From an optimization exercise on the open Yosys and OpenROAD flow, aimed at small area, a short achievable clock period and few clock cycles; shortcuts taken in it are not production practice. Only simulation tests tie the RTL to the original design; equivalence was not proved. Power and IR drop assume default switching activity.

## Controller_module
module Controller_module (
    input working_clock,
    input reset_machine,
    input controller_change_mode,
    input key_valid,
    input [3:0]key_code,
    output key_ack,
    output reg out_valid,
    output reg out_device,
    output reg [7:0]out_char,
    output editing,
    output halted
    );
    localparam [3:0] S_PAS = 4'b1000, S_CEO = 4'b1001, S_OUP = 4'b1010, S_INP = 4'b1011,
                     S_ADD = 4'b1100, S_SUB = 4'b1101, S_ZER = 4'b1110,
                     S_MOL = 4'b0100, S_MOR = 4'b0101, S_LOL = 4'b0010, S_LOR = 4'b0011,
                     S_END = 4'b0000;
    localparam [2:0] M_EDIT = 3'd0, M_RUN = 3'd1, M_HALT = 3'd2,
                     M_FSCAN = 3'd3, M_BSCAN = 3'd4, M_LOAD0 = 3'd5, M_LOAD1 = 3'd6;
    localparam [2:0] O_ID = 3'd0, O_INC = 3'd1, O_DEC = 3'd2, O_ZER = 3'd3, O_KEY = 3'd4;
    localparam [1:0] K_NOP = 2'd0, K_OPS = 2'd1, K_END = 2'd3;
    reg [2:0] mode;
    wire run = (mode == M_RUN);
    reg [3:0] bank0 [0:31];
    reg [3:0] bank1 [0:31];
    reg [3:0] bank2 [0:31];
    reg [3:0] bank3 [0:31];   
    reg [6:0] cursor;
    reg [6:0] hw;             
    reg [3:0] kreg;           
    reg kv;
    reg [3:0] ksym;
    always @(*) begin
        case (kreg)
        4'h0: ksym = S_ZER;
        4'h1: ksym = S_INP;
        4'h2: ksym = S_OUP;
        4'h3: ksym = S_PAS;
        4'h4: ksym = S_MOL;
        4'h5: ksym = S_SUB;
        4'h6: ksym = S_LOL;
        4'h7: ksym = S_MOR;
        4'h8: ksym = S_ADD;
        4'h9: ksym = S_LOR;
        4'ha: ksym = S_CEO;
        default: ksym = S_END;
        endcase
    end
    wire we = kv && kreg <= 4'hb && cursor != 7'd127;
    always @(posedge working_clock) begin
        if (we && cursor[1:0] == 2'd0) bank0[cursor[6:2]] <= ksym;
        if (we && cursor[1:0] == 2'd1) bank1[cursor[6:2]] <= ksym;
        if (we && cursor[1:0] == 2'd2) bank2[cursor[6:2]] <= ksym;
        if (we && cursor[1:0] == 2'd3) bank3[cursor[6:2]] <= ksym;
    end
  ...
For scale: roughly 6600 cells after synthesis, ~1300 flip-flops.
clock: 6.0 ns
lec_check: 0
abc_area: 1
abc_clock_period_in_ps: 3000
cap_margin: 20
core_margin: 2
core_utilization: 40
setup_slack_margin: 1.0
slew_margin: 20
run.sh (not shown) runs the stock make flow with config.mk's settings and CLKGATE_MAP_FILE= SYNTH_SCRIPT=/design/flow/synth_recipe.tcl, a recipe that flattens the netlist after the stock synthesis.
Testbench counts at the start, summed over its fixed seeds: cycles 24,989.
Change:
--- a/flow/design.v
+++ b/flow/design.v
@@ -179,15 +179,48 @@
             endcase
         end
     endfunction
     wire [4:0] f_a5 = comp2(a1, a2s);
     wire [4:0] f_b5 = comp2(b1, b2);
     wire [5:0] f_a = {f_a5[4:3], {f_a5[2], f_a5[2:0]}};
     wire [5:0] f_b = {f_b5[4:3], {f_b5[2], f_b5[2:0]}};
-    wire [5:0] f_c = (f_b[5:4] != 2'd0) ? f_b : {f_a[5:4], f_a[3:0] + f_b[3:0]};
+    wire [4:0] sinc, sdec, srst, skey;
+    generate for (gj = 0; gj < 5; gj = gj + 1) begin : g_sf
+        wire [3:0] sy = (gj == 0) ? w0 : (gj == 1) ? w1 : (gj == 2) ? w2 : (gj == 3) ? w3 : w4;
+        assign sinc[gj] = sy[3] && sy[2:0] == 3'b100;
+        assign sdec[gj] = sy[3] && sy[2:0] == 3'b101;
+        assign srst[gj] = sy[3] && (sy[2:1] == 2'b11 || sy[2:0] == 3'b011);
+        assign skey[gj] = sy[3] && sy[2:0] == 3'b011;
+    end endgenerate
+    function [9:0] pre(input integer n);
+        integer i;
+        reg [4:0] live;
+        reg after;
+        reg [1:0] sr;
+        reg [2:0] ci, cd;
+        begin
+            after = 1'b1;
+            sr = 2'd0;
+            for (i = 4; i >= 0; i = i - 1) begin
+                live[i] = (i < n) && after;
+                if (i < n && srst[i] && after) sr = skey[i] ? 2'd2 : 2'd1;
+                if (i < n && srst[i]) after = 1'b0;
+            end
+            ci = {2'b0, sinc[0] & live[0]} + {2'b0, sinc[1] & live[1]} + {2'b0, sinc[2] & live[2]} +
+                 {2'b0, sinc[3] & live[3]} + {2'b0, sinc[4] & live[4]};
+            cd = {2'b0, sdec[0] & live[0]} + {2'b0, sdec[1] & live[1]} + {2'b0, sdec[2] & live[2]} +
+                 {2'b0, sdec[3] & live[3]} + {2'b0, sdec[4] & live[4]};
+            pre = {sr, {1'b0, ci} - {1'b0, cd}, {1'b0, cd} - {1'b0, ci}};
+        end
+    endfunction
+    wire [9:0] pc1_ = pre(1), pc2_ = pre(2), pc3_ = pre(3), pc4_ = pre(4), pc5_ = pre(5);
+    wire [9:0] f_cx = ({10{e[1]}} & pc1_) | ({10{e[2]}} & pc2_) | ({10{e[3]}} & pc3_) |
+                      ({10{e[4]}} & pc4_) | ({10{e5}} & pc5_);
+    wire [5:0] f_c = f_cx[9:4];
+    wire [3:0] f_cn = f_cx[3:0];
     function [7:0] neg(input [3:0] dl);
         neg = 8'd0 - {{4{dl[3]}}, dl};
     endfunction
     wire f_inp = a1 == S_INP || a2s == S_INP || b1 == S_INP || b2 == S_INP;
     wire [3:0] f_out = {b2 == S_OUP, b1 == S_OUP, a2s == S_OUP, a1 == S_OUP};
     wire f_sw_all = (a1 == S_CEO) ^ (a2s == S_CEO) ^ (b1 == S_CEO) ^ (b2 == S_CEO);
     wire f_sw_out = (a1 == S_CEO && (f_out[1] || f_out[2] || f_out[3])) ^
@@ -283,19 +316,19 @@
         2'd1: sw = gr1;
         2'd2: sw = gr2;
         default: sw = gr3;
         endcase
     end
     assign key_ack = key_valid && (mode == M_EDIT || (active && u_inp));
     assign editing = (mode == M_EDIT) && !kv;
-    assign halted = (mode == M_HALT);
+    assign halted = (mode == M_HALT) || (run && u_kind == K_END && !out_valid);
     always @(posedge working_clock) begin
         if (!stall) begin
             u_a <= f_a; u_b <= f_b; u_c <= f_c; u_mv <= f_mv;
-            u_bneg <= neg(f_b[3:0]); u_cneg <= neg(f_c[3:0]);
+            u_bneg <= neg(f_b[3:0]); u_cneg <= {{4{f_cn[3]}}, f_cn};
             u_sel <= go ? msel(f_mv, ptr_n[0], ptr_n == 6'd0, ptr_n == 6'd1, ptr_n == 6'd62, ptr_n == 6'd63)
                         : msel(f_mv, h, at0, at1, at62, at63);
             u_out <= f_out; u_swa <= f_sw_all; u_swo <= f_sw_out;
             u_inp <= f_inp; u_br <= has_r; u_lol <= has_l;
             u_pred <= f_pt && mode == M_RUN;
             u_pex <= f_pex && mode == M_RUN;
             ft <= qs_seq;
Result: The new run passed the timing, DRC and antenna checks; power is higher by 1.3%; wire length goes up by 3.2%; via count grows by 2.9%; global-route usage grows by 0.23 points; die area increases by 2.3%; setup slack improved by 0.081 ns; cell count came out higher by 1.8%; clock skew decreases by 0.0040 ns.
Testbench counts after the change, summed over its fixed seeds: cycles 24,921.

separate check: timing with driven ports:
The flow's constraints put no driver on any port. The routed layouts listed below were extracted and timed again, unchanged, in two steps. Step 1 assumes that a clkbuf_16 drives the clock port and a buf_2 every other input. Step 2 also shifts input and output timing later by t, the mid clock arrival at the registers, as if the neighbouring blocks saw the same clock. Slacks: ideal / step 1 / step 2; pairs: ideal / step 1.
run	t (ns)	slack for setup (ns)	worst setup path after step 2	worst slew at a driven data input, ns	pins driven straight from the clock port
the first run	0.841	1.045 / 1.045 / 0.663	input to register	0.18	1
the second run	0.840	1.126 / 1.045 / 0.531	input to register	0.04	1
After both steps setup and hold are still met in every run listed. The setup slack of the second run, which loses most, moves by -0.081 ns with the drivers and by -0.595 ns with both steps.
